This design comes from an exercise in tuning for small area and a short achievable clock period on the open sky130 flow, not from production work.
Only simulation tests tie the RTL to the original design; equivalence was not proved.
No activity file was given, so power comes from the tool's default toggle rates.

$ cat flow/design.v
module bcd_top (
  input  wire        clk,
  input  wire [15:0] bin_in,
  output reg  [18:0] bcd_out
);
  reg  [15:0] b_q;
  wire [18:0] p;
  binbcd16 u_conv (.B(b_q), .P(p));
  always @(posedge clk) begin
    b_q     <= bin_in;
    bcd_out <= p;
  end
endmodule

module binbcd16(B, P);
  input [15:0] B;
  output [18:0] P;
  wire w1;
  wire w2;
  wire w3;
  wire w4;
  wire w5;
  wire w6;
  wire w7;
  wire w8;
  wire w9;
  wire w10;
  wire w11;
  wire w12;
  wire w13;
  wire w14;
  wire w15;
  wire w16;
  wire w17;
  wire w18;
  wire w19;
  wire w20;
  wire w21;
  wire w22;
  wire w23;
  wire w24;
  wire w25;
  wire w26;
  wire w27;
  wire w28;
  wire w29;
  wire w30;
  wire w31;
  wire w32;
  wire w33;
  wire w34;
  wire w35;
  wire w36;
  wire w37;
  wire w38;
  wire w39;
  wire w40;
  wire w41;
  wire w42;
  wire w43;
  wire w44;
  wire w45;
  wire w46;
  wire w47;
  wire w48;
  wire w49;
  wire w50;
  wire w51;
  wire w52;
  wire w53;
  wire w54;
  wire w55;
  wire w56;
  wire w57;
  wire w58;
  wire w59;
  wire w60;
  wire w61;
  wire w62;
  wire w63;
  wire w64;
  wire w65;
  wire w66;
  wire w67;
  wire w68;
  wire w69;
  wire w70;
  wire w71;
  wire w72;
  wire w73;
  wire w74;
  wire w75;
  wire w76;
  wire w77;
  wire w78;
  wire w79;
  wire w80;
  wire w81;
  wire w82;
  wire w83;
  wire w84;
  wire w85;
  wire w86;
  wire w87;
  wire w88;
  wire w89;
  wire w90;
  wire w91;
  wire w92;
  wire w93;
  wire w94;
  wire w95;
  wire w96;
  wire w97;
  wire w98;
  wire w99;
  wire w100;
  wire w101;
  wire w102;
  wire w103;
  wire w104;
  wire w105;
  wire w106;
  wire w107;
  wire w108;
  wire w109;
  wire w110;
  wire w111;
  wire w112;
  wire w113;
  wire w114;
  wire w115;
  wire w116;
  wire w117;
  wire w118;
  wire w119;
  wire w120;
  wire w121;
  wire w122;
  wire w123;
  wire w124;
  wire w125;
  wire w126;
  wire w127;
  wire w128;
  wire w129;
  wire w130;
  wire w131;
  wire w132;
  wire w133;
  wire w134;
  wire w135;
  wire w136;
  wire w137;
  wire w138;
  wire w139;
  wire w140;
  wire w141;
  wire w142;
  wire w143;
  wire w144;
  wire w145;
  wire w146;
  wire w147;
  wire w148;
  wire w149;
  wire w150;
  wire w151;
  wire w152;
  wire w153;
  wire w154;
  wire w155;
  wire w156;
  wire w157;
  wire w158;
  wire w159;
  wire w160;
  wire w161;
  wire w162;
  wire w163;
  wire w164;
  wire w165;
  wire w166;
  wire w167;
  wire w168;
  wire w169;
  wire w170;
  wire w171;
  wire w172;
  wire w173;
  wire w174;
  wire w175;
  wire w176;
  wire w177;
  wire w178;
  wire w179;
  wire w180;
  wire w181;
  wire w182;
  wire w183;
  wire w184;
  wire w185;
  wire w186;
  wire w187;
  wire w188;
  wire w189;
  wire w190;
  wire w191;
  wire w192;
  wire w193;
  wire w194;
  wire w195;
  wire w196;
  wire w197;
  wire w198;
  wire w199;
  wire w200;
  wire w201;
  wire w202;
  wire w203;
  wire w204;
  wire w205;
  wire w206;
  wire w207;
  wire w208;
  wire w209;
  wire w210;
  wire w211;
  wire w212;
  wire w213;
  wire w214;
  wire w215;
  wire w216;
  wire w217;
  wire w218;
  wire w219;
  wire w220;
  wire w221;
  wire w222;
  wire w223;
  wire w224;
  wire w225;
  wire w226;
  wire w227;
  wire w228;
  wire w229;
  wire w230;
  wire w231;
  wire w232;
  wire w233;
  wire w234;
  wire w235;
  wire w236;
  wire w237;
  wire w238;
  wire w239;
  wire w240;
  wire w241;
  wire w242;
  wire w243;
  wire w244;
  wire w245;
  wire w246;
  wire w247;
  wire w248;
  wire w249;
  wire w250;
  wire w251;
  wire w252;
  wire w253;
  wire w254;
  wire w255;
  wire w256;
  wire w257;
  wire w258;
  wire w259;
  wire w260;
  wire w261;
  wire w262;
  wire w263;
  wire w264;
  wire w265;
  wire w266;
  wire w267;
  wire w268;
  wire w269;
  wire w270;
  wire w271;
  wire w272;
  wire w273;
  wire w274;
  wire w275;
  wire w276;
  wire w277;
  wire w278;
  wire w279;
  wire w280;
  wire w281;
  wire w282;
  wire w283;
  wire w284;
  wire w285;
  assign w1 = B[15] ? 1'b0 : 1'b1;
  assign w2 = B[15] ? 1'b1 : 1'b0;
  assign w3 = B[14] ? 1'b0 : w1;
  assign w4 = B[14] ? w1 : 1'b0;
  assign w5 = B[14] ? 1'b0 : w2;
  assign w6 = B[14] ? w2 : 1'b0;
  assign w7 = B[13] ? w5 : w3;
  assign w8 = B[13] ? w3 : w6;
  assign w9 = B[13] ? w6 : w4;
  assign w10 = B[13] ? w4 : 1'b0;
  assign w11 = B[13] ? 1'b0 : w5;
  assign w12 = w5 & B[13];
  assign w13 = w6 | w12;
  assign w14 = B[12] ? w9 : w7;
  assign w15 = B[12] ? w7 : w10;
  assign w16 = B[12] ? w10 : w8;
  assign w17 = B[12] ? w8 : w11;
  assign w18 = B[12] ? w11 : w9;
  assign w19 = w9 & B[12];
  assign w20 = w10 | w11 | w19;
  assign w21 = w13 ? 1'b0 : 1'b1;
  assign w22 = w13 ? 1'b1 : 1'b0;
  assign w23 = B[11] ? w16 : w14;
  assign w24 = B[11] ? w14 : w17;
  assign w25 = B[11] ? w17 : w15;
  assign w26 = B[11] ? w15 : w18;
  assign w27 = B[11] ? w18 : w16;
  assign w28 = w16 & B[11];
  assign w29 = w17 | w18 | w28;
  assign w30 = w20 ? 1'b0 : w21;
  assign w31 = w20 ? w21 : 1'b0;
  assign w32 = w20 ? 1'b0 : w22;
  assign w33 = w20 ? w22 : 1'b0;
  assign w34 = B[10] ? w25 : w23;
  assign w35 = B[10] ? w23 : w26;
  assign w36 = B[10] ? w26 : w24;
  assign w37 = B[10] ? w24 : w27;
  assign w38 = B[10] ? w27 : w25;
  assign w39 = w25 & B[10];
  assign w40 = w26 | w27 | w39;
  assign w41 = w29 ? w32 : w30;
  assign w42 = w29 ? w30 : w33;
  assign w43 = w29 ? w33 : w31;
  assign w44 = w29 ? w31 : 1'b0;
  assign w45 = w29 ? 1'b0 : w32;
  assign w46 = w32 & w29;
  assign w47 = w33 | w46;
  assign w48 = B[9] ? w36 : w34;
  assign w49 = B[9] ? w34 : w37;
  assign w50 = B[9] ? w37 : w35;
  assign w51 = B[9] ? w35 : w38;
  assign w52 = B[9] ? w38 : w36;
  assign w53 = w36 & B[9];
  assign w54 = w37 | w38 | w53;
  assign w55 = w40 ? w43 : w41;
  assign w56 = w40 ? w41 : w44;
  assign w57 = w40 ? w44 : w42;
  assign w58 = w40 ? w42 : w45;
  assign w59 = w40 ? w45 : w43;
  assign w60 = w43 & w40;
  assign w61 = w44 | w45 | w60;
  assign w62 = w47 ? 1'b0 : 1'b1;
  assign w63 = w47 ? 1'b1 : 1'b0;
  assign w64 = B[8] ? w50 : w48;
  assign w65 = B[8] ? w48 : w51;
  assign w66 = B[8] ? w51 : w49;
  assign w67 = B[8] ? w49 : w52;
  assign w68 = B[8] ? w52 : w50;
  assign w69 = w50 & B[8];
  assign w70 = w51 | w52 | w69;
  assign w71 = w54 ? w57 : w55;
  assign w72 = w54 ? w55 : w58;
  assign w73 = w54 ? w58 : w56;
  assign w74 = w54 ? w56 : w59;
  assign w75 = w54 ? w59 : w57;
  assign w76 = w57 & w54;
  assign w77 = w58 | w59 | w76;
  assign w78 = w61 ? 1'b0 : w62;
  assign w79 = w61 ? w62 : 1'b0;
  assign w80 = w61 ? 1'b0 : w63;
  assign w81 = w61 ? w63 : 1'b0;
  assign w82 = B[7] ? w66 : w64;
  assign w83 = B[7] ? w64 : w67;
  assign w84 = B[7] ? w67 : w65;
  assign w85 = B[7] ? w65 : w68;
  assign w86 = B[7] ? w68 : w66;
  assign w87 = w66 & B[7];
  assign w88 = w67 | w68 | w87;
  assign w89 = w70 ? w73 : w71;
  assign w90 = w70 ? w71 : w74;
  assign w91 = w70 ? w74 : w72;
  assign w92 = w70 ? w72 : w75;
  assign w93 = w70 ? w75 : w73;
  assign w94 = w73 & w70;
  assign w95 = w74 | w75 | w94;
  assign w96 = w77 ? w80 : w78;
  assign w97 = w77 ? w78 : w81;
  assign w98 = w77 ? w81 : w79;
  assign w99 = w77 ? w79 : 1'b0;
  assign w100 = w77 ? 1'b0 : w80;
  assign w101 = w80 & w77;
  assign w102 = w81 | w101;
  assign w103 = B[6] ? w84 : w82;
  assign w104 = B[6] ? w82 : w85;
  assign w105 = B[6] ? w85 : w83;
  assign w106 = B[6] ? w83 : w86;
  assign w107 = B[6] ? w86 : w84;
  assign w108 = w84 & B[6];
  assign w109 = w85 | w86 | w108;
  assign w110 = w88 ? w91 : w89;
  assign w111 = w88 ? w89 : w92;
  assign w112 = w88 ? w92 : w90;
  assign w113 = w88 ? w90 : w93;
  assign w114 = w88 ? w93 : w91;
  assign w115 = w91 & w88;
  assign w116 = w92 | w93 | w115;
  assign w117 = w95 ? w98 : w96;
  assign w118 = w95 ? w96 : w99;
  assign w119 = w95 ? w99 : w97;
  assign w120 = w95 ? w97 : w100;
  assign w121 = w95 ? w100 : w98;
  assign w122 = w98 & w95;
  assign w123 = w99 | w100 | w122;
  assign w124 = w102 ? 1'b0 : 1'b1;
  assign w125 = w102 ? 1'b1 : 1'b0;
  assign w126 = B[5] ? w105 : w103;
  assign w127 = B[5] ? w103 : w106;
  assign w128 = B[5] ? w106 : w104;
  assign w129 = B[5] ? w104 : w107;
  assign w130 = B[5] ? w107 : w105;
  assign w131 = w105 & B[5];
  assign w132 = w106 | w107 | w131;
  assign w133 = w109 ? w112 : w110;
  assign w134 = w109 ? w110 : w113;
  assign w135 = w109 ? w113 : w111;
  assign w136 = w109 ? w111 : w114;
  assign w137 = w109 ? w114 : w112;
  assign w138 = w112 & w109;
  assign w139 = w113 | w114 | w138;
  assign w140 = w116 ? w119 : w117;
  assign w141 = w116 ? w117 : w120;
  assign w142 = w116 ? w120 : w118;
  assign w143 = w116 ? w118 : w121;
  assign w144 = w116 ? w121 : w119;
  assign w145 = w119 & w116;
  assign w146 = w120 | w121 | w145;
  assign w147 = w123 ? 1'b0 : w124;
  assign w148 = w123 ? w124 : 1'b0;
  assign w149 = w123 ? 1'b0 : w125;
  assign w150 = w123 ? w125 : 1'b0;
  assign w151 = B[4] ? w128 : w126;
  assign w152 = B[4] ? w126 : w129;
  assign w153 = B[4] ? w129 : w127;
  assign w154 = B[4] ? w127 : w130;
  assign w155 = B[4] ? w130 : w128;
  assign w156 = w128 & B[4];
  assign w157 = w129 | w130 | w156;
  assign w158 = w132 ? w135 : w133;
  assign w159 = w132 ? w133 : w136;
  assign w160 = w132 ? w136 : w134;
  assign w161 = w132 ? w134 : w137;
  assign w162 = w132 ? w137 : w135;
  assign w163 = w135 & w132;
  assign w164 = w136 | w137 | w163;
  assign w165 = w139 ? w142 : w140;
  assign w166 = w139 ? w140 : w143;
  assign w167 = w139 ? w143 : w141;
  assign w168 = w139 ? w141 : w144;
  assign w169 = w139 ? w144 : w142;
  assign w170 = w142 & w139;
  assign w171 = w143 | w144 | w170;
  assign w172 = w146 ? w149 : w147;
  assign w173 = w146 ? w147 : w150;
  assign w174 = w146 ? w150 : w148;
  assign w175 = w146 ? w148 : 1'b0;
  assign w176 = w146 ? 1'b0 : w149;
  assign w177 = w149 & w146;
  assign w178 = w150 | w177;
  assign w179 = B[3] ? w153 : w151;
  assign w180 = B[3] ? w151 : w154;
  assign w181 = B[3] ? w154 : w152;
  assign w182 = B[3] ? w152 : w155;
  assign w183 = B[3] ? w155 : w153;
  assign w184 = w153 & B[3];
  assign w185 = w154 | w155 | w184;
  assign w186 = w157 ? w160 : w158;
  assign w187 = w157 ? w158 : w161;
  assign w188 = w157 ? w161 : w159;
  assign w189 = w157 ? w159 : w162;
  assign w190 = w157 ? w162 : w160;
  assign w191 = w160 & w157;
  assign w192 = w161 | w162 | w191;
  assign w193 = w164 ? w167 : w165;
  assign w194 = w164 ? w165 : w168;
  assign w195 = w164 ? w168 : w166;
  assign w196 = w164 ? w166 : w169;
  assign w197 = w164 ? w169 : w167;
  assign w198 = w167 & w164;
  assign w199 = w168 | w169 | w198;
  assign w200 = w171 ? w174 : w172;
  assign w201 = w171 ? w172 : w175;
  assign w202 = w171 ? w175 : w173;
  assign w203 = w171 ? w173 : w176;
  assign w204 = w171 ? w176 : w174;
  assign w205 = w174 & w171;
  assign w206 = w175 | w176 | w205;
  assign w207 = w178 ? 1'b0 : 1'b1;
  assign w208 = w178 ? 1'b1 : 1'b0;
  assign w209 = B[2] ? w181 : w179;
  assign w210 = B[2] ? w179 : w182;
  assign w211 = B[2] ? w182 : w180;
  assign w212 = B[2] ? w180 : w183;
  assign w213 = B[2] ? w183 : w181;
  assign w214 = w181 & B[2];
  assign w215 = w182 | w183 | w214;
  assign w216 = w185 ? w188 : w186;
  assign w217 = w185 ? w186 : w189;
  assign w218 = w185 ? w189 : w187;
  assign w219 = w185 ? w187 : w190;
  assign w220 = w185 ? w190 : w188;
  assign w221 = w188 & w185;
  assign w222 = w189 | w190 | w221;
  assign w223 = w192 ? w195 : w193;
  assign w224 = w192 ? w193 : w196;
  assign w225 = w192 ? w196 : w194;
  assign w226 = w192 ? w194 : w197;
  assign w227 = w192 ? w197 : w195;
  assign w228 = w195 & w192;
  assign w229 = w196 | w197 | w228;
  assign w230 = w199 ? w202 : w200;
  assign w231 = w199 ? w200 : w203;
  assign w232 = w199 ? w203 : w201;
  assign w233 = w199 ? w201 : w204;
  assign w234 = w199 ? w204 : w202;
  assign w235 = w202 & w199;
  assign w236 = w203 | w204 | w235;
  assign w237 = w206 ? 1'b0 : w207;
  assign w238 = w206 ? w207 : 1'b0;
  assign w239 = w206 ? 1'b0 : w208;
  assign w240 = w206 ? w208 : 1'b0;
  assign w241 = B[1] ? w211 : w209;
  assign w242 = B[1] ? w209 : w212;
  assign w243 = B[1] ? w212 : w210;
  assign w244 = B[1] ? w210 : w213;
  assign w245 = B[1] ? w213 : w211;
  assign w246 = w211 & B[1];
  assign w247 = w212 | w213 | w246;
  assign w248 = w215 ? w218 : w216;
  assign w249 = w215 ? w216 : w219;
  assign w250 = w215 ? w219 : w217;
  assign w251 = w215 ? w217 : w220;
  assign w252 = w215 ? w220 : w218;
  assign w253 = w218 & w215;
  assign w254 = w219 | w220 | w253;
  assign w255 = w222 ? w225 : w223;
  assign w256 = w222 ? w223 : w226;
  assign w257 = w222 ? w226 : w224;
  assign w258 = w222 ? w224 : w227;
  assign w259 = w222 ? w227 : w225;
  assign w260 = w225 & w222;
  assign w261 = w226 | w227 | w260;
  assign w262 = w229 ? w232 : w230;
  assign w263 = w229 ? w230 : w233;
  assign w264 = w229 ? w233 : w231;
  assign w265 = w229 ? w231 : w234;
  assign w266 = w229 ? w234 : w232;
  assign w267 = w232 & w229;
  assign w268 = w233 | w234 | w267;
  assign w269 = w236 ? w239 : w237;
  assign w270 = w236 ? w237 : w240;
  assign w271 = w236 ? w240 : w238;
  assign w272 = w236 ? w238 : 1'b0;
  assign w273 = w236 ? 1'b0 : w239;
  assign w274 = w239 & w236;
  assign w275 = w240 | w274;
  assign w276 = w242 | w244;
  assign w277 = w243 | w244;
  assign w278 = w249 | w251;
  assign w279 = w250 | w251;
  assign w280 = w256 | w258;
  assign w281 = w257 | w258;
  assign w282 = w263 | w265;
  assign w283 = w264 | w265;
  assign w284 = w270 | w272;
  assign w285 = w271 | w272;
  assign P = {w285, w284, w268, w266, w283, w282, w261, w259, w281, w280, w254, w252, w279, w278, w247, w245, w277, w276, B[0]};
endmodule
$ cat flow/flow/run.sh
#!/bin/bash
# Own layout flow: the standard ORFS flow, with these changes:
#  - synthesis maps the logic with flow/abc_area.script (area-oriented ABC
#    mapping) instead of ORFS's; everything else in synthesis is synth_recipe.tcl
#  - no half/full-adder extraction before ABC (ADDER_MAP_FILE empty)
#  - every port gets a $PORTBUF buffer
#  - placement/CTS/route timing repair aims at a setup margin of $MARGIN ns
set -uo pipefail
HERE=$(pwd)
source flow/params.sh
# scripts folder = ORFS scripts with our ABC script in place of abc_area.script
mkdir -p scripts_ovr
for f in "$FLOW_HOME"/scripts/*; do ln -sf "$f" scripts_ovr/; done
rm -f scripts_ovr/abc_area.script
cp flow/abc_area.script scripts_ovr/abc_area.script
{ echo "set ::env(SCRIPTS_DIR) $HERE/scripts_ovr"; cat synth_recipe.tcl; } > my_synth.tcl
bash standard.sh SYNTH_SCRIPT=$HERE/my_synth.tcl ADDER_MAP_FILE= ABC_AREA=1 ABC_CLOCK_PERIOD_IN_PS=$ABC_D synth > synth.log 2>&1 || { tail -50 synth.log; exit 1; }
bash standard.sh SETUP_SLACK_MARGIN=$MARGIN "BUFFER_PORTS_ARGS=-buffer_cell $PORTBUF" $EXTRA finish > finish.log 2>&1 || { tail -50 finish.log; exit 1; }
$ cat flow/flow/abc_area.script
strash
dc2
dch
map -D 2400
topo
stime -c
buffer -c
dnsize -c
$ cat flow/flow/params.sh
ABC_D=4000
MARGIN=0
EXTRA=""
PORTBUF=sky130_fd_sc_hd__buf_1
$ cat flow/standard.sh
#!/bin/bash
# synth_recipe.tcl (not shown) runs the flow's synth.tcl, then flattens the netlist and writes it again
# the make line also repeats each setting of config.mk as NAME=value (left out here)
make -C /OpenROAD-flow-scripts/flow DESIGN_CONFIG=/design/flow/config.mk WORK_HOME=/design/flow/orfs CLKGATE_MAP_FILE= SYNTH_SCRIPT=/design/flow/synth_recipe.tcl "${@:-finish}"
$ cat flow/config.mk
export PLATFORM = sky130hd
export DESIGN_NAME = bcd_top
export DESIGN_NICKNAME = bcd_top
export VERILOG_FILES = /design/flow/design.v
export SDC_FILE = /design/flow/constraint.sdc
export NUM_CORES = 4
export LEC_CHECK = 0
export CAP_MARGIN = 20
export CORE_MARGIN = 2
export CORE_UTILIZATION = 65
export CTS_BUF_LIST = sky130_fd_sc_hd__clkbuf_4
export CTS_CLUSTER_SIZE = 40
export PLACE_DENSITY = 0.75
export SLEW_MARGIN = 20
$ cat flow/constraint.sdc
create_clock -name core_clock -period 12.0 [get_ports {clk}]
set_input_delay 2.4000 -clock core_clock [delete_from_list [all_inputs] [get_ports {clk}]]
set_output_delay 2.4000 -clock core_clock [all_outputs]
set_load 0.01 [all_outputs]
==> impl_metrics.py, run 1 <==
metrics = {
    "outcome": {
        "outcome": "no timing/DRC/antenna violations",
    },
    "route": {
        "viasPerCell": 5.43,
        "via_count": 2977,
        "wl_met2_um": 2680,
        "drt_iter0_drc": 166,
        "drc": 0,
        "highest-signal-layer": "met4",
        "ant_nets": 0,
        "drtPass1Iterations": 4,
        "post_drt_wl_per_cell_um": 10.4,
        "dr_wl_met3_um": 221,
        "wl_met1_um": 2700,
        "totalWireLength_um": 5670,
    },
    "clock_tree": {
        "path_clk_slew_ns": 0.10,
        "htreeDepth": 2,
        "clock_path_buffers": 2,
        "cts-root-buf": "clkbuf_4",
        "cts_hold_buf": 0,
        "clock_sinks": 35,
        "cts_inserted_buffers": 5,
        "clkLatencyLatePin_ns": 0.35,
        "post-cts-setup-buffers": 0,
        "cts_resized": 0,
        "cts_tree": "yes",
    },
    "synthesis": {
        "syn_avg_cell_area_sq_um": 5.64,
        "netlist_instances": 460,
        "syn_area_sq_um": 2590,
        "ys.warnings.count": 1,
        "synth_seq_cells": 35,
        "seq_area_frac_synth": 0.270,
        "synth_fp_nets": 477,
        "ys_types": 23,
    },
    "global_routing": {
        "grt_max_degree": 11,
        "first_global_vias": 2374,
        "grt_overflow_total": 0,
        "grt_pass1_wl_um": 9360,
        "antenna_found_initial": 0,
        "grt_usage": 0.262,
    },
    "place": {
        "dp_hpwl_um": 4590,
        "routabilityCongestion": 0.875,
        "port_buffers": 35,
        "dpl_cell_area_sq_um": 2780,
    },
    "power_and_ir_drop": {
        "worst_ir_drop_vdd_mv": 0.193,
        "power.density_nw_per_um2": 208,
        "p_leak_nw": 1.39,
        "power.total_w": 0.000588,
    },
    "worst_setup_path": {
        "crit_arrival_ns": 4.56,
        "startpoint_type": "register",
        "cp_common_cell": "o21ai_0",
        "crit_buf_inv": 1,
        "cp_max_fo": 9,
        "timing_worst_setup_path_type": "register to register",
        "critical-path-max-stage-delay_ns": 0.44,
        "worst-r2r-cell-count": 20,
        "cp-startpoint": "b_q[14]",
        "cp.required_ns": 12.25,
        "cp_slowest_cell": "o21ai_0",
        "reg2reg_from": "b_q[14]",
        "endpoint": "bcd_out[9]",
        "end_kind": "register",
        "r2r_slack_ns": 7.69,
        "critPathTopFamily": "compound AO/OA/AOI/OAI gates",
        "r2r-end": "bcd_out[9]",
        "cp.depth": 20,
        "path_cells": "nor2_1, nand2_1, o21ai_0, nand2_1, o21ai_0, o21ai_0, nand3_1, o21ai_0, nor2_1, a21oi_1, o21ai_0, o21ai_0, nand2_1, o21ai_0, nand3_1, inv_1, o21ai_0, o21ai_0, nand2_1, o21a_1",
    },
    "cells_and_area": {
        "antenna_cells": 0,
        "drive_gt1_frac": 0.0160,
        "syn2layout_area_growth_pct": 8.88,
        "multi_input_area_sq_um": 1700,
        "nets": 517,
        "postLayoutCellArea_sq_um": 2820,
        "n_fill_cell": 318,
        "regArea_sq_um": 701,
    },
    "timing": {
        "setup_viol": 0,
        "fin_tns_setup_ns": 0,
        "finClkSkew_ns": 0.0119,
        "slew_violations": 0,
        "maxSlewHeadroom": 0.642,
        "fin_crit_ns": 4.31,
        "fin_crit_sh": 0.359,
        "worstMarginPinSlew_ns": 0.531,
        "holdWs_ns": 0.367,
        "finalHoldViolCount": 0,
        "max_freq_mhz": 232,
        "rsz0062_at_grt": "false",
    },
    "floorplanning": {
        "fp-row-count": 22,
        "ioPinCount": 36,
        "fp.coreArea_sq_um": 3740,
        "die_area_sq_um": 4510,
        "die_w_um": 67.2,
        "start_util": 0.693,
        "chipHeight_um": 67.2,
    },
    "flow_run": {
        "maxCapViolations": 0,
    },
    "min_path": {
        "hold_path_class": "register to register",
    },
}
[kinds of logic (layout without fill, tap and decap cells)]
group | count (synthesis) | in the layout | share of synthesized area
simple gates | 237 | 237 | 0.364
mux | 2 | 2 | 0.00772
flops | 35 | 35 | 0.270
compound gates | 135 | 135 | 0.284
buf+inv | 51 | 91 | 0.0738
[metal layers]
layer,GRT usage,up-vias
met5,0,-
met4,0.0791,0
met3,0.0517,9
met2,0.468,67
met1,0.316,1283
li1,-,1618
[cells in the mapped netlist]
cell | number | area [sq um]
nor2_1 | 24 | 90.1
clkinv_1 | 1 | 3.75
o211a_1 | 1 | 10.0
o221ai_1 | 1 | 8.76
o211ai_1 | 8 | 60.1
and3_1 | 1 | 6.26
a211oi_1 | 1 | 7.51
nand2_1 | 175 | 657
o21bai_1 | 1 | 7.51
nor3_1 | 2 | 10.0
a21oi_1 | 15 | 75.1
clkbuf_1 | 2 | 7.51
o21ai_0 | 97 | 485
o221a_2 | 1 | 11.3
nand3b_1 | 1 | 7.51
dfxtp_1 | 35 | 701
or2_2 | 1 | 6.26
nand4_1 | 1 | 6.26
o21a_1 | 7 | 52.6
a31oi_1 | 3 | 18.8
inv_1 | 48 | 180
nand3_1 | 32 | 160
mux2i_1 | 2 | 20.0
[layout make-up]
class | count | area share
repair buffers | 35 | 0.0465
well taps | 48 | 0.0213
clock buffers | 5 | 0.0133
clock inverters | 2 | 0.00310
multi-input cells | 374 | 0.602
flip-flops and latches | 35 | 0.248
inverters | 49 | 0.0652
[power breakdown]
part	internal, W	switching (W)
combinational	0.000126	0.000244
sequential	0.000149	0.00000986
clock	0.0000207	0.0000388
total	0.000296	0.000292
[registers in the layout, summed over array words and instances (netlist names)]
name / flops
bcd_out: 19
b_q: 16
[cells in the final DEF (no fill, tap or decap)]
cell      instances
nand2_1         175
o21ai_0          97
inv_1            48
dfxtp_1          35
buf_1            35
nand3_1          32
nor2_1           24
a21oi_1          15
o211ai_1          8
o21a_1            7
clkbuf_4          5
a31oi_1           3
nor3_1            2
clkinv_1          2
mux2i_1           2
or2_2             1
o211a_1           1
and3_1            1
nand4_1           1
a211oi_1          1
o21bai_1          1
o221ai_1          1
o221a_2           1
nand3b_1          1
clkinv_2          1
[per-stage QoR]
step | utilization | cells | setup slack (ns)
final | 0.754 | 548 | 7.69
after global routing | 0.754 | 548 | 7.10
after CTS | 0.754 | 548 | 7.77
after detailed placement | 0.742 | 541 | 7.79
after global placement | 0.742 | 541 | 7.91
after floorplan | - | 460 | 8.46
[worst reg2reg max path, delay by kind of cell, from the launching register on]
kind | cells | cell delay (ns)
and+or+nand+nor | 8 | 1.05
DFF | 1 | 0.43
buffers and inverters | 1 | 0.20
AOI/OAI and AO/OA | 11 | 2.56
[how the worst min path moves through the flow]
stage | to | slack, ns | cells after the start | start
global placement | bcd_out[0] | 0.31 | 0 | b_q[0]
floorplan | bcd_out[0] | 0.31 | 0 | b_q[0]
CTS | bcd_out[0] | 0.36 | 0 | b_q[0]
global route | bcd_out[0] | 0.37 | 0 | b_q[0]
detailed placement | bcd_out[0] | 0.34 | 0 | b_q[0]
finish | bcd_out[0] | 0.37 | 0 | b_q[0]
==> run 2: changes to the inputs <==
==> flow/flow/abc_area.script (replaced) <==
strash
dc2
dch
map -D 2400
topo
stime -c
buffer -c
upsize -c
dnsize -c
==> run 2 against run 1 <==
  * Cell count is 0.91% higher
  * Non-clock buffer count stayed put
  * Clock power is 42% higher
  * Sequential power hardly changed
  * Critical path type unchanged
  * Wire length is 0.33% higher
==> impl_metrics.py, run 2 <==
metrics = {
    "timing": {
        "finalHoldViolCount": 0,
        "setup_viol": 0,
        "rsz0062_at_grt": "false",
        "holdWs_ns": 0.350,
        "slew_violations": 0,
        "fin_crit_ns": 3.55,
        "maxSlewHeadroom": 0.713,
        "worstMarginPinSlew_ns": 0.426,
        "finClkSkew_ns": 0.0148,
        "fin_crit_sh": 0.296,
        "max_freq_mhz": 281,
        "fin_tns_setup_ns": 0,
        "fin_ws_ns": 8.45,
    },
    "clock_tree": {
        "clock_path_buffers": 2,
        "path_clk_slew_ns": 0.12,
        "post-cts-setup-buffers": 0,
        "cts_resized": 0,
        "htreeDepth": 2,
        "cts_hold_buf": 0,
        "clkLatencyLatePin_ns": 0.35,
        "cts-root-buf": "clkbuf_4",
        "cts_inserted_buffers": 5,
        "clock_sinks": 35,
        "cts_tree": "yes",
    },
    "worst_setup_path": {
        "end_kind": "register",
        "path_cells": "inv_1, nand2_1, nand2_1, nand2_1, o21ai_1, o21ai_2, nand3_2, o21ai_2, nor2_1, a21oi_2, o21ai_1, o21ai_1, nand3_1, inv_2, nand2_1, o21ai_1, nand2_1, nand3_2, inv_2, nand2_1, o211ai_1, o21bai_1",
        "critPathTopFamily": "compound AO/OA/AOI/OAI gates",
        "cp_max_fo": 10,
        "cp_slowest_cell": "dfxtp_1",
        "critical-path-max-stage-delay_ns": 0.49,
        "timing_worst_setup_path_type": "register to register",
        "crit_arrival_ns": 3.79,
        "crit_buf_inv": 3,
        "cp.required_ns": 12.23,
        "startpoint_type": "register",
        "cp_common_cell": "nand2_1",
        "r2r_slack_ns": 8.45,
    },
    "floorplanning": {
        "die_w_um": 70.3,
        "fp-row-count": 24,
        "start_util": 0.665,
        "ioPinCount": 36,
        "chipHeight_um": 70.3,
        "fp.coreArea_sq_um": 4290,
        "die_area_sq_um": 4940,
    },
    "route": {
        "drc": 0,
        "drtPass1Iterations": 5,
        "via_count": 2904,
        "ant_nets": 0,
        "totalWireLength_um": 5690,
        "post_drt_wl_per_cell_um": 10.3,
        "drt_iter0_drc": 94,
        "viasPerCell": 5.25,
    },
    "synthesis": {
        "netlist_instances": 460,
        "seq_area_frac_synth": 0.246,
        "synth_most_common_cell": "nand2_1",
        "synth.area.top_cells": "dfxtp_1 (25%), nand2_1 (22%), o21ai_2 (11%), o21ai_1 (6.5%), nand3_2 (4.9%)",
        "synthSimpleGateAreaFrac": 0.367,
        "yosys.area_share.adder": 0,
        "synth_fp_nets": 477,
        "synth_seq_cells": 35,
        "synth_xor_area_frac": 0,
        "synth_top_family_by_area": "simple AND/OR/NAND/NOR gates",
        "ys.warnings.count": 1,
        "syn_area_sq_um": 2850,
        "syn_avg_cell_area_sq_um": 6.20,
        "ys_types": 31,
        "synth-edff-count": 0,
        "synthMuxAreaShare": 0.00701,
        "synth_area_leader_cell": "dfxtp_1",
        "synthFlopType": "dfxtp_1",
        "synth_compound_area_frac": 0.311,
        "synth.top_cell.area_share": 0.246,
        "netlist_top_cells_count": "nand2_1 (171), o21ai_1 (37), o21ai_2 (37), dfxtp_1 (35), inv_1 (35)",
        "async_flop_share": 0,
    },
    "place": {
        "dp_hpwl_um": 4570,
        "routabilityCongestion": 0.859,
        "port_buffers": 35,
        "pre_cts_slack_ns": 8.48,
    },
    "cells_and_area": {
        "syn2layout_area_growth_pct": 9.03,
        "final_common_cell": "nand2_1",
        "drive_gt1_frac": 0.168,
        "largest_reg_flops": 19,
        "layout_common_cells": "nand2_1 (171), o21ai_1 (37), o21ai_2 (37)",
        "top_register": "bcd_out",
        "nets": 517,
        "regArea_sq_um": 701,
        "multi_input_area_sq_um": 1950,
        "antenna_cells": 0,
        "n_fill_cell": 382,
        "top_regs": "bcd_out (19), b_q (16)",
    },
    "global_routing": {
        "grt_usage": 0.248,
        "grt_pass1_wl_um": 10300,
        "antenna_found_initial": 0,
        "grt_max_degree": 12,
        "first_global_vias": 2592,
        "grt_overflow_total": 0,
    },
    "power_and_ir_drop": {
        "worst_ir_drop_vdd_mv": 0.178,
        "power.density_nw_per_um2": 214,
        "p_leak_nw": 1.49,
        "power.total_w": 0.000667,
    },
    "flow_run": {
        "maxCapViolations": 0,
    },
    "min_path": {
        "hold_path_class": "register to register",
    },
    "outcome": {
        "outcome": "no timing/DRC/antenna violations",
    },
}
## run 2: changes by cell type after synthesis, moves of 13 or more
cell,before,now
o21ai_0,97,23
o21ai_1,0,37
o21ai_2,0,37
inv_2,0,14
nand3_1,32,18
nand3_2,0,14
inv_1,48,35
## run 2: final timing paths
| check | from | cells past startpoint | end |
|---|---|---|---|
| worst max-delay path | b_q[13] | 22 | bcd_out[16] |
| worst max register to register | b_q[13] | 22 | bcd_out[16] |
| worst min register to register | b_q[0] | 0 | bcd_out[0] |
| worst min-delay path | b_q[0] | 0 | bcd_out[0] |
## run 2: cell type report
class | instances | share of cell area
clock inverter | 3 | 0.0125
inverter | 49 | 0.0591
timing repair buffer | 35 | 0.0422
tap | 52 | 0.0209
multi-input combinational | 374 | 0.628
sequential | 35 | 0.225
clock buffer | 5 | 0.0121
## run 2: metal layers
metal | track usage | share of wire | up-vias
met5 | 0 | 0 | -
met4 | 0.0662 | 0.011 | 0
met3 | 0.0418 | 0.023 | 6
met2 | 0.422 | 0.46 | 32
met1 | 0.324 | 0.50 | 1239
li1 | - | - | 1627
## run 2: cells by family after synthesis
group / count (synthesis)
DFF: 35
buffers and inverters: 51
and+or+nand+nor: 237
muxes: 2
AOI/OAI and AO/OA: 135
## run 2: stage by stage
stage / util / cell area (sq um) / std cells
after floorplan: - / 2850 / 460
after global placement: 0.707 / 3040 / 545
after detailed placement: 0.707 / 3040 / 545
after CTS: 0.725 / 3110 / 553
after global routing: 0.725 / 3110 / 553
final: 0.725 / 3110 / 553
## run 2: power breakdown
part / switching [W] / internal (W)
logic: 0.000271 / 0.000152
registers: 0.00000990 / 0.000149
clock network: 0.0000419 / 0.0000428
total: 0.000323 / 0.000344
==> run 3: changes to the inputs <==
==> flow/flow/abc_area.script (replaced) <==
strash
dc2
dch
map -D 2400
topo
stime -c
upsize -c
dnsize -c
==> run 3 against run 2 <==
  * Synthesized cell count fell by 0.43%
  * Largest power group unchanged
  * Combinational power rose by 5.2%
  * Flip-flop and latch count did not move
  * Largest cell class unchanged
  * Still clean
  * Critical path type unchanged
  * Core utilization rose by 0.65 points
==> impl_metrics.py, run 3 <==
metrics = {
    "floorplanning": {
        "chipHeight_um": 70.9,
        "start_util": 0.672,
        "fp-row-count": 24,
        "fp.coreArea_sq_um": 4320,
        "ioPinCount": 36,
        "die_w_um": 70.9,
        "die_area_sq_um": 5020,
    },
    "worst_setup_path": {
        "crit_arrival_ns": 3.73,
        "r2r_slack_ns": 8.53,
        "endpoint": "bcd_out[9]",
        "worst-r2r-cell-count": 26,
        "critPathTopFamily": "simple AND/OR/NAND/NOR gates",
        "startpoint_type": "register",
        "timing_worst_setup_path_type": "register to register",
        "cp.depth": 26,
        "r2r-end": "bcd_out[9]",
        "cp-startpoint": "b_q[15]",
        "critical-path-max-stage-delay_ns": 0.42,
        "cp.required_ns": 12.26,
        "cp_common_cell": "nand2_1",
        "cp_max_fo": 8,
        "cp_slowest_cell": "dfxtp_1",
        "end_kind": "register",
        "reg2reg_from": "b_q[15]",
        "crit_buf_inv": 4,
    },
    "cells_and_area": {
        "largest_reg_flops": 19,
        "syn2layout_area_growth_pct": 8.73,
        "final_util": 0.731,
        "top_register": "bcd_out",
        "top_regs": "bcd_out (19), b_q (16)",
        "drive_gt1_frac": 0.202,
        "antenna_cells": 0,
        "layout_common_cells": "nand2_1 (174), o21ai_2 (41), o21ai_1 (35), dfxtp_1 (35), buf_1 (35)",
        "n_fill_cell": 351,
        "nets": 517,
        "final_common_cell": "nand2_1",
    },
    "route": {
        "totalWireLength_um": 5720,
        "ant_nets": 0,
        "post_drt_wl_per_cell_um": 10.3,
        "drc": 0,
        "viasPerCell": 5.34,
        "drtPass1Iterations": 4,
        "drt_iter0_drc": 120,
        "via_count": 2953,
    },
    "global_routing": {
        "grt_usage": 0.251,
        "antenna_found_initial": 0,
        "first_global_vias": 2677,
        "grt_overflow_total": 0,
        "grt_max_degree": 13,
        "grt_pass1_wl_um": 10600,
    },
    "synthesis": {
        "synth_fp_nets": 475,
        "synthFlopType": "dfxtp_1",
        "syn_area_sq_um": 2910,
        "synth.top_cell.area_share": 0.241,
        "netlist_instances": 458,
        "syn_avg_cell_area_sq_um": 6.35,
        "ys.warnings.count": 1,
        "ys_types": 34,
        "netlist_top_cells_count": "nand2_1 (174), o21ai_2 (41), dfxtp_1 (35), o21ai_1 (35), nor2_1 (24)",
        "async_flop_share": 0,
        "synth_most_common_cell": "nand2_1",
        "synth.area.top_cells": "dfxtp_1 (24%), nand2_1 (22%), o21ai_2 (12%), o21ai_1 (6.0%), nand3_2 (5.5%)",
        "synth_seq_cells": 35,
        "synth-edff-count": 0,
        "synth_compound_area_frac": 0.326,
        "synth_area_leader_cell": "dfxtp_1",
        "synth_xor_area_frac": 0,
        "synthSimpleGateAreaFrac": 0.363,
        "seq_area_frac_synth": 0.241,
        "yosys.area_share.adder": 0,
        "synthMuxAreaShare": 0.00688,
        "synth_top_family_by_area": "simple AND/OR/NAND/NOR gates",
    },
    "clock_tree": {
        "post-cts-setup-buffers": 0,
        "cts_inserted_buffers": 5,
        "cts_resized": 0,
        "cts_hold_buf": 0,
        "path_clk_slew_ns": 0.12,
        "cts_tree": "yes",
        "clock_sinks": 35,
        "htreeDepth": 2,
        "clkLatencyLatePin_ns": 0.35,
        "cts-root-buf": "clkbuf_4",
        "clock_path_buffers": 2,
    },
    "timing": {
        "setup_viol": 0,
        "finalHoldViolCount": 0,
        "fin_tns_setup_ns": 0,
        "slew_violations": 0,
        "max_freq_mhz": 288,
        "worstMarginPinSlew_ns": 0.350,
        "finClkSkew_ns": 0.00426,
        "maxSlewHeadroom": 0.765,
        "rsz0062_at_grt": "false",
        "fin_crit_ns": 3.47,
        "fin_crit_sh": 0.289,
    },
    "flow_run": {
        "maxCapViolations": 0,
    },
    "min_path": {
        "hold_path_class": "register to register",
    },
    "place": {
        "routabilityCongestion": 0.878,
        "dp_hpwl_um": 4650,
        "port_buffers": 35,
    },
    "power_and_ir_drop": {
        "power.density_nw_per_um2": 213,
        "p_leak_nw": 1.40,
        "worst_ir_drop_vdd_mv": 0.180,
    },
    "outcome": {
        "outcome": "no timing/DRC/antenna violations",
    },
}
==> run 3: cell families after synthesis <==
family / Yosys count
mux: 2
flops: 35
buf+inv: 49
simple gates: 237
compound gates: 135
==> run 3: worst min path at each step <==
stage	from	to	slack (ns)	cells after the start
finish	b_q[0]	bcd_out[0]	0.34	0
global route	b_q[0]	bcd_out[0]	0.35	0
CTS	b_q[0]	bcd_out[0]	0.35	0
detailed placement	b_q[0]	bcd_out[0]	0.32	0
global placement	b_q[0]	bcd_out[0]	0.31	0
floorplan	b_q[0]	bcd_out[0]	0.31	0
==> run 3: layer usage <==
layer | vias up | GRT usage | wire (um)
li1 | 1630 | - | -
met1 | 1274 | 0.316 | 2750
met2 | 40 | 0.438 | 2700
met3 | 9 | 0.0456 | 198
met4 | 0 | 0.0776 | 76
met5 | - | 0 | 0
==> run 3: cell type report <==
class	instances	area, sq um	area share
clock buffer	5	37.5	0.0119
sequential	35	701	0.222
inverter	49	184	0.0582
clock inverter	3	20.0	0.00633
timing repair buffer	35	131	0.0416
multi-input combinational	374	2020	0.640
tap	52	65.1	0.0206
==> run 3: worst register-to-register path: cells and delay by family (launching register included) <==
family,cells,cell delay [ns]
AO/OA/AOI/OAI,8,1.12
buffers and inverters,4,0.33
flip-flops,1,0.42
AND/OR/NAND/NOR,14,1.49
==> run 3: metrics by stage <==
stage                     power, W  cells  cell area (sq um)  setup WS, ns  hold slack, ns
after floorplan           0.000527    458               2910          8.97           0.310
after global placement    0.000596    545               3100          8.66           0.311
after detailed placement  0.000608    545               3100          8.57           0.322
after CTS                 0.000675    553               3160          8.54           0.350
after global routing      0.000747    553               3160          7.97           0.354
final                     0.000673    553               3160          8.53           0.345
==> run 3: where the power goes <==
| group | internal [W] | switching [W] | total, W |
|---|---|---|---|
| clock network | 0.0000224 | 0.0000452 | 0.0000676 |
| logic | 0.000160 | 0.000287 | 0.000446 |
| registers | 0.000149 | 0.0000103 | 0.000159 |
==> run 4: changes to the inputs <==
==> flow/flow/abc_area.script (replaced) <==
strash
dc2
dch
map -D 2400
topo
stime -c
buffer -c
upsize -c
dnsize -c
--- a/flow/config.mk
+++ b/flow/config.mk
@@ -9,6 +9,6 @@
 export CORE_MARGIN = 2
-export CORE_UTILIZATION = 65
+export CORE_UTILIZATION = 72
 export CTS_BUF_LIST = sky130_fd_sc_hd__clkbuf_4
 export CTS_CLUSTER_SIZE = 40
-export PLACE_DENSITY = 0.75
+export PLACE_DENSITY = 0.85
 export SLEW_MARGIN = 20
==> run 4 against run 3 <==
  * Fmax fell by 5.3%
  * Still clean
  * Largest cell class unchanged
  * Design area fell by 1.7%
  * Count of clock-buffer cells in the layout did not move
  * Critical endpoint unchanged
==> impl_metrics.py, run 4 <==
metrics = {
    "global_routing": {
        "grt_use_met1": 0.349,
        "grt_use_met2": 0.565,
        "grtUsageMet3": 0.0574,
        "busiest_layer": "met2",
        "first_global_vias": 2772,
        "grt_overflow_total": 0,
        "grt_usage": 0.308,
        "grt_max_degree": 12,
        "grt_pass1_wl_um": 10900,
        "antenna_found_initial": 0,
    },
    "clock_tree": {
        "path_clk_slew_ns": 0.12,
        "cts_inserted_buffers": 5,
        "cts_resized": 0,
        "cts_hold_buf": 0,
        "clkLatencyLatePin_ns": 0.35,
        "clock_sinks": 35,
        "cts-root-buf": "clkbuf_4",
        "cts_tree": "yes",
        "htreeDepth": 2,
        "clock_path_buffers": 2,
        "post-cts-setup-buffers": 0,
    },
    "worst_setup_path": {
        "end_kind": "register",
        "crit_arrival_ns": 3.90,
        "cp.required_ns": 12.24,
        "timing_worst_setup_path_type": "register to register",
        "cp_common_cell": "nand2_1",
        "cp_max_fo": 9,
        "critical-path-max-stage-delay_ns": 0.43,
        "startpoint_type": "register",
        "cp_slowest_cell": "dfxtp_1",
    },
    "synthesis": {
        "synth_most_common_cell": "nand2_1",
        "syn_avg_cell_area_sq_um": 6.20,
        "ys_types": 31,
        "netlist_top_cells_count": "nand2_1 (171), o21ai_1 (37), o21ai_2 (37), dfxtp_1 (35), inv_1 (35)",
        "async_flop_share": 0,
        "synth.area.top_cells": "dfxtp_1 (25%), nand2_1 (22%), o21ai_2 (11%), o21ai_1 (6.5%), nand3_2 (4.9%)",
        "syn_area_sq_um": 2850,
        "ys.warnings.count": 1,
        "synth.top_cell.area_share": 0.246,
        "synth_seq_cells": 35,
        "synthFlopType": "dfxtp_1",
        "seq_area_frac_synth": 0.246,
        "synth_fp_nets": 477,
        "synth-edff-count": 0,
        "synth_area_leader_cell": "dfxtp_1",
        "netlist_instances": 460,
    },
    "timing": {
        "finalHoldViolCount": 0,
        "setup_viol": 0,
        "fin_ws_ns": 8.34,
        "slew_violations": 0,
        "fin_crit_sh": 0.305,
        "fin_crit_ns": 3.66,
        "maxSlewHeadroom": 0.732,
        "fin_tns_setup_ns": 0,
        "worstMarginPinSlew_ns": 0.397,
        "finClkSkew_ns": 0.0201,
        "rsz0062_at_grt": "false",
        "max_freq_mhz": 273,
        "holdWs_ns": 0.349,
    },
    "cells_and_area": {
        "antenna_cells": 0,
        "final_common_cell": "nand2_1",
        "fin_cells": 549,
        "final_util": 0.830,
        "top_regs": "bcd_out (19), b_q (16)",
        "layout_common_cells": "nand2_1 (171), o21ai_1 (37), o21ai_2 (37)",
        "regArea_sq_um": 701,
        "top_register": "bcd_out",
        "n_fill_cell": 272,
        "drive_gt1_frac": 0.168,
        "syn2layout_area_growth_pct": 8.86,
        "nets": 517,
        "largest_reg_flops": 19,
        "multi_input_area_sq_um": 1950,
    },
    "place": {
        "port_buffers": 35,
        "dp_hpwl_um": 5110,
        "post-place-cells": 541,
        "pre_cts_slack_ns": 8.48,
        "routabilityCongestion": 0.839,
    },
    "floorplanning": {
        "die_area_sq_um": 4480,
        "start_util": 0.762,
        "fp.coreArea_sq_um": 3740,
        "fp-row-count": 22,
        "chipHeight_um": 67.0,
        "die_w_um": 67.0,
        "ioPinCount": 36,
    },
    "route": {
        "drc": 0,
        "drtPass1Iterations": 5,
        "drt_iter0_drc": 143,
        "totalWireLength_um": 6420,
        "viasPerCell": 5.66,
        "ant_nets": 0,
        "via_count": 3105,
        "post_drt_wl_per_cell_um": 11.7,
    },
    "power_and_ir_drop": {
        "p_leak_nw": 1.49,
        "worst_ir_drop_vdd_mv": 0.211,
        "power.density_nw_per_um2": 220,
    },
    "min_path": {
        "hold_path_class": "register to register",
    },
    "flow_run": {
        "maxCapViolations": 0,
    },
    "outcome": {
        "outcome": "no timing/DRC/antenna violations",
    },
}
[run 4: cell types whose count changed after synthesis, sizes merged]
cell / previous run / this run
clkinv: 21 / 0
inv: 28 / 49
buf: 0 / 1
clkbuf: 0 / 1
[run 4: metrics by stage]
step,total power [W],area (sq um)
4_1_cts,0.000679,3110
5_1_grt,0.000745,3110
3_3_place_gp,0.000573,3030
3_5_place_dp,0.000592,3030
2_1_floorplan,0.000509,2850
6_report,0.000682,3110
[run 4: final cells by class]
cell class,instances,area share
well taps,48,0.0193
repair buffers,35,0.0423
multi-input cells,374,0.629
inverters,49,0.0592
flip-flops and latches,35,0.226
clock buffers,5,0.0121
clock inverters,3,0.0125
[run 4: logic make-up after synthesis]
family                 after synthesis  synth area share
AOI/OAI and AO/OA                  135             0.311
DFF                                 35             0.246
buffers and inverters               51            0.0697
and+or+nand+nor                    237             0.367
muxes                                2           0.00701
[run 4: worst paths after layout]
kind / from / to / slack, ns / cells after the start
min: b_q[0] / bcd_out[0] / 0.35 / 0
max reg2reg: b_q[15] / bcd_out[9] / 8.34 / 26
min reg2reg: b_q[0] / bcd_out[0] / 0.35 / 0
max: b_q[15] / bcd_out[9] / 8.34 / 26
[run 4: metal layers]
layer / share of wire / up-vias
met5: 0 / -
met2: 0.49 / 93
met1: 0.45 / 1368
met3: 0.044 / 15
li1: - / 1629
met4: 0.019 / 0
[run 4: critical path: cells and delay by family, from the launching register on]
family	cells	cell delay, ns
AOI/OAI and AO/OA	10	1.45
DFF	1	0.43
and+or+nand+nor	12	1.32
buffers and inverters	4	0.37
[run 4: power breakdown]
group	switching (W)	internal, W
Sequential	0.0000106	0.000149
Clock	0.0000432	0.0000428
Combinational	0.000284	0.000152
==> run 5: changes to the inputs <==
==> flow/flow/abc_area.script (replaced) <==
strash
dc2
dch
map -D 2400
topo
stime -c
upsize -c
dnsize -c
--- a/flow/config.mk
+++ b/flow/config.mk
@@ -9,6 +9,6 @@
 export CORE_MARGIN = 2
-export CORE_UTILIZATION = 72
+export CORE_UTILIZATION = 65
 export CTS_BUF_LIST = sky130_fd_sc_hd__clkbuf_4
-export CTS_CLUSTER_SIZE = 40
-export PLACE_DENSITY = 0.85
+export CTS_CLUSTER_SIZE = 25
+export PLACE_DENSITY = 0.75
 export SLEW_MARGIN = 20
==> run 5 against run 4 <==
  * Flip-flop and latch count is the same
  * Clock power shrank 21%
  * Non-clock buffer count is the same
  * Critical path type unchanged
  * Highest routed layer unchanged
  * Worst hold slack lost 0.0042 ns
  * Synthesized cell count shrank 0.43%
  * Total power shrank 1.3%
  * Still clean on timing, DRC and antenna
  * Sequential share of layout area shrank 0.39 points
==> impl_metrics.py, run 5 <==
metrics = {
    "synthesis": {
        "netlist_top_cells_count": "nand2_1 (174), o21ai_2 (41), dfxtp_1 (35), o21ai_1 (35), nor2_1 (24)",
        "ys_types": 34,
        "ys.warnings.count": 1,
        "synthFlopType": "dfxtp_1",
        "synth.top_cell.area_share": 0.241,
        "synth-edff-count": 0,
        "seq_area_frac_synth": 0.241,
        "netlist_instances": 458,
        "syn_area_sq_um": 2910,
        "synth.area.top_cells": "dfxtp_1 (24%), nand2_1 (22%), o21ai_2 (12%), o21ai_1 (6.0%), nand3_2 (5.5%)",
        "syn_avg_cell_area_sq_um": 6.35,
        "synth_area_leader_cell": "dfxtp_1",
        "synth_seq_cells": 35,
        "synth_fp_nets": 475,
        "synth_most_common_cell": "nand2_1",
        "async_flop_share": 0,
    },
    "global_routing": {
        "grt_usage": 0.251,
        "first_global_vias": 2677,
        "grt_max_degree": 13,
        "grt_overflow_total": 0,
        "antenna_found_initial": 0,
        "grt_pass1_wl_um": 10600,
    },
    "worst_setup_path": {
        "r2r-end": "bcd_out[9]",
        "reg2reg_from": "b_q[15]",
        "critical-path-max-stage-delay_ns": 0.42,
        "cp.required_ns": 12.26,
        "timing_worst_setup_path_type": "register to register",
        "end_kind": "register",
        "cp_max_fo": 8,
        "cp_slowest_cell": "dfxtp_1",
        "cp_common_cell": "nand2_1",
        "endpoint": "bcd_out[9]",
        "crit_arrival_ns": 3.73,
        "worst-r2r-cell-count": 26,
        "startpoint_type": "register",
        "r2r_slack_ns": 8.53,
        "cp-startpoint": "b_q[15]",
    },
    "cells_and_area": {
        "top_regs": "bcd_out (19), b_q (16)",
        "layout_common_cells": "nand2_1 (174), o21ai_2 (41), o21ai_1 (35), dfxtp_1 (35), buf_1 (35)",
        "multi_input_area_sq_um": 2020,
        "final_common_cell": "nand2_1",
        "n_fill_cell": 351,
        "antenna_cells": 0,
        "nets": 517,
        "top_register": "bcd_out",
        "drive_gt1_frac": 0.202,
        "syn2layout_area_growth_pct": 8.73,
        "largest_reg_flops": 19,
        "regArea_sq_um": 701,
    },
    "timing": {
        "finalHoldViolCount": 0,
        "slew_violations": 0,
        "fin_tns_setup_ns": 0,
        "fin_crit_sh": 0.289,
        "fin_crit_ns": 3.47,
        "worstMarginPinSlew_ns": 0.350,
        "rsz0062_at_grt": "false",
        "max_freq_mhz": 288,
        "finClkSkew_ns": 0.00426,
        "setup_viol": 0,
        "maxSlewHeadroom": 0.765,
    },
    "power_and_ir_drop": {
        "p_leak_nw": 1.40,
        "power_switching_w": 0.000342,
        "power.total_w": 0.000673,
        "p_sw_frac": 0.508,
        "power.density_nw_per_um2": 213,
        "share_comb_of_total_power": 0.663,
        "clkPwrFrac": 0.100,
        "worst_ir_drop_vdd_mv": 0.180,
        "power.internal_w": 0.000331,
        "pwr-share-seq": 0.237,
    },
    "clock_tree": {
        "cts_hold_buf": 0,
        "clkLatencyLatePin_ns": 0.35,
        "cts_tree": "yes",
        "cts-root-buf": "clkbuf_4",
        "path_clk_slew_ns": 0.12,
        "clock_sinks": 35,
        "clock_path_buffers": 2,
        "cts_inserted_buffers": 5,
        "cts_resized": 0,
        "htreeDepth": 2,
        "post-cts-setup-buffers": 0,
    },
    "route": {
        "drtPass1Iterations": 4,
        "totalWireLength_um": 5720,
        "drt_iter0_drc": 120,
        "wl_met2_um": 2700,
        "dr_wl_met3_um": 198,
        "post_drt_wl_per_cell_um": 10.3,
        "drc": 0,
        "wl_met1_um": 2750,
        "ant_nets": 0,
        "via_count": 2953,
        "highest-signal-layer": "met4",
        "viasPerCell": 5.34,
    },
    "min_path": {
        "hold_path_class": "register to register",
    },
    "floorplanning": {
        "ioPinCount": 36,
        "fp-row-count": 24,
        "start_util": 0.672,
        "fp.coreArea_sq_um": 4320,
        "die_area_sq_um": 5020,
        "die_w_um": 70.9,
        "chipHeight_um": 70.9,
    },
    "place": {
        "dp_hpwl_um": 4650,
        "routabilityCongestion": 0.878,
        "port_buffers": 35,
    },
    "flow_run": {
        "maxCapViolations": 0,
    },
    "outcome": {
        "outcome": "no timing/DRC/antenna violations",
    },
}
==> run 5: critical path, delay by kind of cell (launching register included) <==
| kind | cells | cell delay (ns) |
|---|---|---|
| AOI/OAI and AO/OA | 8 | 1.11 |
| and+or+nand+nor | 14 | 1.49 |
| buffers and inverters | 4 | 0.33 |
| DFF | 1 | 0.42 |
==> run 5: how the worst min path moves through the flow <==
stage                 from          to  slack (ns)  cells after the start
CTS                 b_q[0]  bcd_out[0]        0.35                      0
global route        b_q[0]  bcd_out[0]        0.35                      0
floorplan           b_q[0]  bcd_out[0]        0.31                      0
global placement    b_q[0]  bcd_out[0]        0.31                      0
detailed placement  b_q[0]  bcd_out[0]        0.32                      0
finish              b_q[0]  bcd_out[0]        0.34                      0
==> run 5: through the flow <==
stage | hold WS, ns | cell area, sq um | instances | setup WS [ns] | utilization
floorplan | 0.310 | 2910 | 458 | 8.97 | -
global placement | 0.311 | 3100 | 545 | 8.66 | 0.718
detailed placement | 0.322 | 3100 | 545 | 8.57 | 0.718
CTS | 0.350 | 3160 | 553 | 8.54 | 0.731
global route | 0.354 | 3160 | 553 | 7.97 | 0.731
finish | 0.345 | 3160 | 553 | 8.53 | 0.731
==> run 5: cells by family (layout without fill, tap and decap cells) <==
family | Yosys count | count (layout) | synth area share
muxes | 2 | 2 | 0.00688
buffers and inverters | 49 | 92 | 0.0633
AOI/OAI and AO/OA | 135 | 135 | 0.326
DFF | 35 | 35 | 0.241
and+or+nand+nor | 237 | 237 | 0.363
==> run 5: layout make-up <==
class                      count  area share
multi-input combinational    374       0.640
clock buffer                   5      0.0119
clock inverter                 3     0.00633
timing repair buffer          35      0.0416
tap                           52      0.0206
sequential                    35       0.222
inverter                      49      0.0582
==> run 5: per-layer routing <==
layer  vias up  track usage
met2        40        0.438
met3         9       0.0456
met5         -            0
met4         0       0.0776
met1      1274        0.316
li1       1630            -
==> run 5: power groups by stage <==
| stage | combinational (W) | clock [W] | sequential [W] |
|---|---|---|---|
| global route | 0.000513 | 0.0000722 | 0.000162 |
| floorplan | 0.000351 | 0 | 0.000176 |
| CTS | 0.000447 | 0.0000687 | 0.000159 |
| finish | 0.000446 | 0.0000676 | 0.000159 |
| global placement | 0.000434 | 0 | 0.000161 |
| detailed placement | 0.000446 | 0 | 0.000162 |
==> run 6: changes to the inputs <==
--- a/flow/config.mk
+++ b/flow/config.mk
@@ -10,4 +10,4 @@
 export CORE_UTILIZATION = 65
-export CTS_BUF_LIST = sky130_fd_sc_hd__clkbuf_4
-export CTS_CLUSTER_SIZE = 25
+export CTS_BUF_LIST = sky130_fd_sc_hd__clkbuf_8
+export CTS_CLUSTER_SIZE = 40
 export PLACE_DENSITY = 0.75
==> run 6 against run 5 <==
  * Non-clock buffer count did not move
  * Count of clock-buffer cells in the layout unchanged
  * Critical path type unchanged
  * Combinational power about the same
  * Fmax rose by 0.24%
  * Still clean on timing, DRC and antenna
  * Global-route usage is 0.27 points lower
  * Cell count is the same
==> impl_metrics.py, run 6 <==
metrics = {
    "clock_tree": {
        "cts_inserted_buffers": 5,
        "cts_hold_buf": 0,
        "cts_tree": "yes",
        "path_clk_slew_ns": 0.08,
        "clkLatencyLatePin_ns": 0.29,
        "clock_path_buffers": 2,
        "clock_sinks": 35,
        "htreeDepth": 2,
        "cts_resized": 0,
        "cts-root-buf": "clkbuf_8",
        "post-cts-setup-buffers": 0,
    },
    "cells_and_area": {
        "largest_reg_flops": 19,
        "nets": 517,
        "antenna_cells": 0,
        "top_register": "bcd_out",
        "syn2layout_area_growth_pct": 9.81,
        "final_util": 0.738,
        "final_common_cell": "nand2_1",
        "layout_common_cells": "nand2_1 (174), o21ai_2 (41), o21ai_1 (35), dfxtp_1 (35), buf_1 (35)",
        "top_regs": "bcd_out (19), b_q (16)",
        "drive_gt1_frac": 0.202,
    },
    "floorplanning": {
        "die_area_sq_um": 5020,
        "fp-row-count": 24,
        "ioPinCount": 36,
        "chipHeight_um": 70.9,
        "start_util": 0.672,
        "fp.coreArea_sq_um": 4320,
        "die_w_um": 70.9,
    },
    "synthesis": {
        "synth_top_family_by_area": "simple AND/OR/NAND/NOR gates",
        "async_flop_share": 0,
        "yosys.area_share.adder": 0,
        "synth_compound_area_frac": 0.326,
        "synthSimpleGateAreaFrac": 0.363,
        "synth_seq_cells": 35,
        "synth_xor_area_frac": 0,
        "netlist_top_cells_count": "nand2_1 (174), o21ai_2 (41), dfxtp_1 (35), o21ai_1 (35), nor2_1 (24)",
        "synthMuxAreaShare": 0.00688,
        "syn_area_sq_um": 2910,
        "synth.top_cell.area_share": 0.241,
        "synth-edff-count": 0,
        "ys.warnings.count": 1,
        "syn_avg_cell_area_sq_um": 6.35,
        "synthFlopType": "dfxtp_1",
        "synth_most_common_cell": "nand2_1",
        "netlist_instances": 458,
        "synth.area.top_cells": "dfxtp_1 (24%), nand2_1 (22%), o21ai_2 (12%), o21ai_1 (6.0%), nand3_2 (5.5%)",
        "seq_area_frac_synth": 0.241,
        "synth_area_leader_cell": "dfxtp_1",
        "ys_types": 34,
        "synth_fp_nets": 475,
    },
    "timing": {
        "fin_crit_ns": 3.46,
        "slew_violations": 0,
        "setup_viol": 0,
        "fin_ws_ns": 8.54,
        "max_freq_mhz": 289,
        "finClkSkew_ns": 0.00537,
        "rsz0062_at_grt": "false",
        "holdWs_ns": 0.335,
        "maxSlewHeadroom": 0.766,
        "worstMarginPinSlew_ns": 0.349,
        "fin_tns_setup_ns": 0,
        "finalHoldViolCount": 0,
        "fin_crit_sh": 0.288,
    },
    "worst_setup_path": {
        "startpoint_type": "register",
        "cp.required_ns": 12.18,
        "crit_arrival_ns": 3.64,
        "r2r_slack_ns": 8.54,
        "end_kind": "register",
        "cp_max_fo": 8,
        "timing_worst_setup_path_type": "register to register",
    },
    "route": {
        "post_drt_wl_per_cell_um": 10.3,
        "drc": 0,
        "via_count": 2942,
        "drtPass1Iterations": 4,
        "viasPerCell": 5.32,
        "totalWireLength_um": 5690,
        "ant_nets": 0,
        "drt_iter0_drc": 114,
    },
    "place": {
        "routabilityCongestion": 0.878,
        "pre_cts_slack_ns": 8.57,
        "dp_hpwl_um": 4650,
        "port_buffers": 35,
    },
    "min_path": {
        "hold_path_class": "register to register",
    },
    "power_and_ir_drop": {
        "power.total_w": 0.000691,
        "worst_ir_drop_vdd_mv": 0.180,
        "power.density_nw_per_um2": 217,
        "p_leak_nw": 1.41,
    },
    "global_routing": {
        "antenna_found_initial": 0,
        "grt_max_degree": 13,
        "grt_overflow_total": 0,
        "first_global_vias": 2642,
        "grt_usage": 0.249,
        "grt_pass1_wl_um": 10600,
    },
    "outcome": {
        "outcome": "no timing/DRC/antenna violations",
    },
    "flow_run": {
        "maxCapViolations": 0,
    },
}
-- run 6: cell types whose count changed in the layout (fill, tap and decap cells not counted) --
cell,change
clkbuf_8,+5
clkbuf_4,-5
-- run 6: layout make-up --
class                           count  area, sq um
Clock buffer                        5         68.8
Sequential cell                    35          701
Multi-Input combinational cell    374         2020
Clock inverter                      3         20.0
Fill cell                         348         1130
Inverter                           49          184
Tap cell                           52         65.1
Timing Repair Buffer               35          131
-- run 6: power by group --
group	switching [W]	leakage, nW	internal, W
registers	0.0000102	0.295	0.000149
clock network	0.0000454	0.0402	0.0000404
logic	0.000286	1.07	0.000160
-- run 6: path summary, 6_finish.rpt --
kind / start / endpoint / cells past startpoint
setup / recovery: b_q[15] / bcd_out[9] / 26
setup reg to reg: b_q[15] / bcd_out[9] / 26
hold reg to reg: b_q[0] / bcd_out[0] / 0
hold / removal: b_q[0] / bcd_out[0] / 0
-- run 6: logic make-up after synthesis --
logic type,after synthesis
simple gates,237
compound gates,135
mux,2
buf+inv,49
flops,35
-- run 6: metal layers --
| metal | up-vias | part of all wire | GRT usage |
|---|---|---|---|
| li1 | 1629 | - | - |
| met3 | 4 | 0.029 | 0.0427 |
| met5 | - | 0 | 0 |
| met4 | 0 | 0.0070 | 0.0545 |
| met2 | 37 | 0.48 | 0.438 |
| met1 | 1272 | 0.48 | 0.319 |
-- run 6: metrics by stage --
step | std cells | instance area (sq um)
final | 553 | 3190
after global routing | 553 | 3190
after CTS | 553 | 3190
after detailed placement | 545 | 3100
after global placement | 545 | 3100
after floorplan | 458 | 2910
-- run 6: critical path: stages (launching register included) --
cell and delay (ns):
dfxtp_1 0.40, inv_1 0.09, nor3_2 0.18, inv_1 0.08, nand2_1 0.07, o21ai_2 0.09
o21ai_2 0.15, nand2_1 0.12, nand2_1 0.11, nand2_1 0.06, nand2_1 0.09, nand2_1 0.05
o21ai_1 0.13, nand2_1 0.07, o21ai_1 0.11, nand2_1 0.11, nand3_2 0.17, inv_2 0.06
o21ai_1 0.18, nand2_1 0.11, nand3_2 0.17, inv_2 0.10, nand2_1 0.11, o21ai_4 0.08
o21ai_1 0.20, nand2_1 0.07, o21a_1 0.17
==> run 7: changes to the inputs <==
--- a/flow/config.mk
+++ b/flow/config.mk
@@ -10,4 +10,2 @@
 export CORE_UTILIZATION = 65
-export CTS_BUF_LIST = sky130_fd_sc_hd__clkbuf_8
-export CTS_CLUSTER_SIZE = 40
 export PLACE_DENSITY = 0.75
==> run 7 against run 6 <==
  * Area after synthesis is the same
  * Clock skew is the same
  * Global-route usage is the same
  * Setup slack is the same
  * Clock power is essentially flat
  * Critical endpoint unchanged
  * Largest power group unchanged
  * Highest routed layer unchanged
==> impl_metrics.py, run 7 <==
metrics = {
    "clock_tree": {
        "cts-root-buf": "clkbuf_8",
        "path_clk_slew_ns": 0.08,
        "clock_sinks": 35,
        "cts_inserted_buffers": 5,
        "clock_path_buffers": 2,
        "htreeDepth": 2,
        "cts_tree": "yes",
    },
    "cells_and_area": {
        "multi_input_area_sq_um": 2020,
        "drive_gt1_frac": 0.202,
        "largest_reg_flops": 19,
        "top_register": "bcd_out",
        "regArea_sq_um": 701,
        "antenna_cells": 0,
        "final_common_cell": "nand2_1",
        "layout_common_cells": "nand2_1 (174), o21ai_2 (41), o21ai_1 (35), dfxtp_1 (35), buf_1 (35)",
        "n_fill_cell": 348,
        "nets": 517,
        "top_regs": "bcd_out (19), b_q (16)",
        "final_util": 0.738,
    },
    "floorplanning": {
        "die_w_um": 70.9,
        "start_util": 0.672,
        "chipHeight_um": 70.9,
        "fp-row-count": 24,
    },
    "timing": {
        "fin_tns_setup_ns": 0,
        "fin_ws_ns": 8.54,
        "slew_violations": 0,
        "setup_viol": 0,
        "maxSlewHeadroom": 0.766,
        "fin_crit_ns": 3.46,
        "max_freq_mhz": 289,
        "finalHoldViolCount": 0,
    },
    "route": {
        "totalWireLength_um": 5690,
        "ant_nets": 0,
        "drt_iter0_drc": 114,
    },
    "synthesis": {
        "synth_fp_nets": 475,
        "syn_area_sq_um": 2910,
        "synth_area_leader_cell": "dfxtp_1",
        "async_flop_share": 0,
        "synth_seq_cells": 35,
        "synth_most_common_cell": "nand2_1",
        "synth.area.top_cells": "dfxtp_1 (24%), nand2_1 (22%), o21ai_2 (12%), o21ai_1 (6.0%), nand3_2 (5.5%)",
        "synth.top_cell.area_share": 0.241,
        "synth-edff-count": 0,
        "ys_types": 34,
    },
    "power_and_ir_drop": {
        "p_leak_nw": 1.41,
        "power.density_nw_per_um2": 217,
    },
    "min_path": {
        "hold_path_class": "register to register",
        "hold-path-endpoint": "bcd_out[0]",
        "min_from": "b_q[0]",
    },
    "global_routing": {
        "grt_usage": 0.249,
        "grtUsageMet3": 0.0427,
        "grt_use_met1": 0.319,
        "grt_pass1_wl_um": 10600,
        "grt_use_met2": 0.438,
        "grt_overflow_total": 0,
        "antenna_found_initial": 0,
        "busiest_layer": "met2",
    },
    "place": {
        "port_buffers": 35,
        "pre_cts_slack_ns": 8.57,
        "routabilityCongestion": 0.878,
        "dp_hpwl_um": 4650,
    },
    "outcome": {
        "outcome": "no timing/DRC/antenna violations",
    },
    "worst_setup_path": {
        "reg2reg_from": "b_q[15]",
        "critical-path-max-stage-delay_ns": 0.40,
        "r2r_slack_ns": 8.54,
        "cp.required_ns": 12.18,
        "cp_slowest_cell": "dfxtp_1",
        "timing_worst_setup_path_type": "register to register",
        "r2r-end": "bcd_out[9]",
        "cp_common_cell": "nand2_1",
    },
    "flow_run": {
        "maxCapViolations": 0,
    },
}
==> run 7: worst max path at each step <==
stage	from	end	slack (ns)	depth (start not counted)
floorplan	b_q[15]	bcd_out[13]	8.97	23
global placement	b_q[15]	bcd_out[9]	8.66	28
detailed placement	b_q[15]	bcd_out[9]	8.57	26
CTS	b_q[14]	bcd_out[9]	8.55	26
global route	b_q[15]	bcd_out[16]	7.98	25
finish	b_q[15]	bcd_out[9]	8.54	26
==> run 7: kinds of logic after synthesis <==
logic type,after synthesis,synth area share
buffers and inverters,49,0.0633
AOI/OAI and AO/OA,135,0.326
muxes,2,0.00688
DFF,35,0.241
and+or+nand+nor,237,0.363
==> run 7: per-layer routing <==
metal  up-vias  part of all wire
met3         4             0.029
met1      1272              0.48
met4         0            0.0070
met2        37              0.48
met5         -                 0
li1       1629                 -
==> run 7: layout make-up <==
class | instances | area share
inverter | 49 | 0.0576
clock buffer | 5 | 0.0216
multi-input combinational | 374 | 0.634
sequential | 35 | 0.219
tap | 52 | 0.0204
timing repair buffer | 35 | 0.0411
clock inverter | 3 | 0.00627
==> run 7: power by group <==
part           internal [W]  switching [W]
sequential         0.000149      0.0000102
clock             0.0000404      0.0000454
combinational      0.000160       0.000286
==> run 7: metrics by stage <==
step,instance area [sq um],std cells,power (W)
3_3_place_gp,3100,545,0.000596
2_1_floorplan,2910,458,0.000527
3_5_place_dp,3100,545,0.000608
4_1_cts,3190,553,0.000695
5_1_grt,3190,553,0.000767
6_report,3190,553,0.000691
==> run 7: worst max-delay path, delay by kind of cell (launching register included) <==
family / cells / cell delay, ns
compound gates: 8 / 1.11
buf+inv: 4 / 0.33
flops: 1 / 0.40
simple gates: 14 / 1.49

Re-timed with assumed drivers on the ports (clkbuf_16 on the clock, buf_2 on other inputs), run 7 has 8.539 ns of setup slack against 8.539 ns with ideal ports, and 8.539 ns once port delays also move by the mid clock arrival of 0.310 ns.
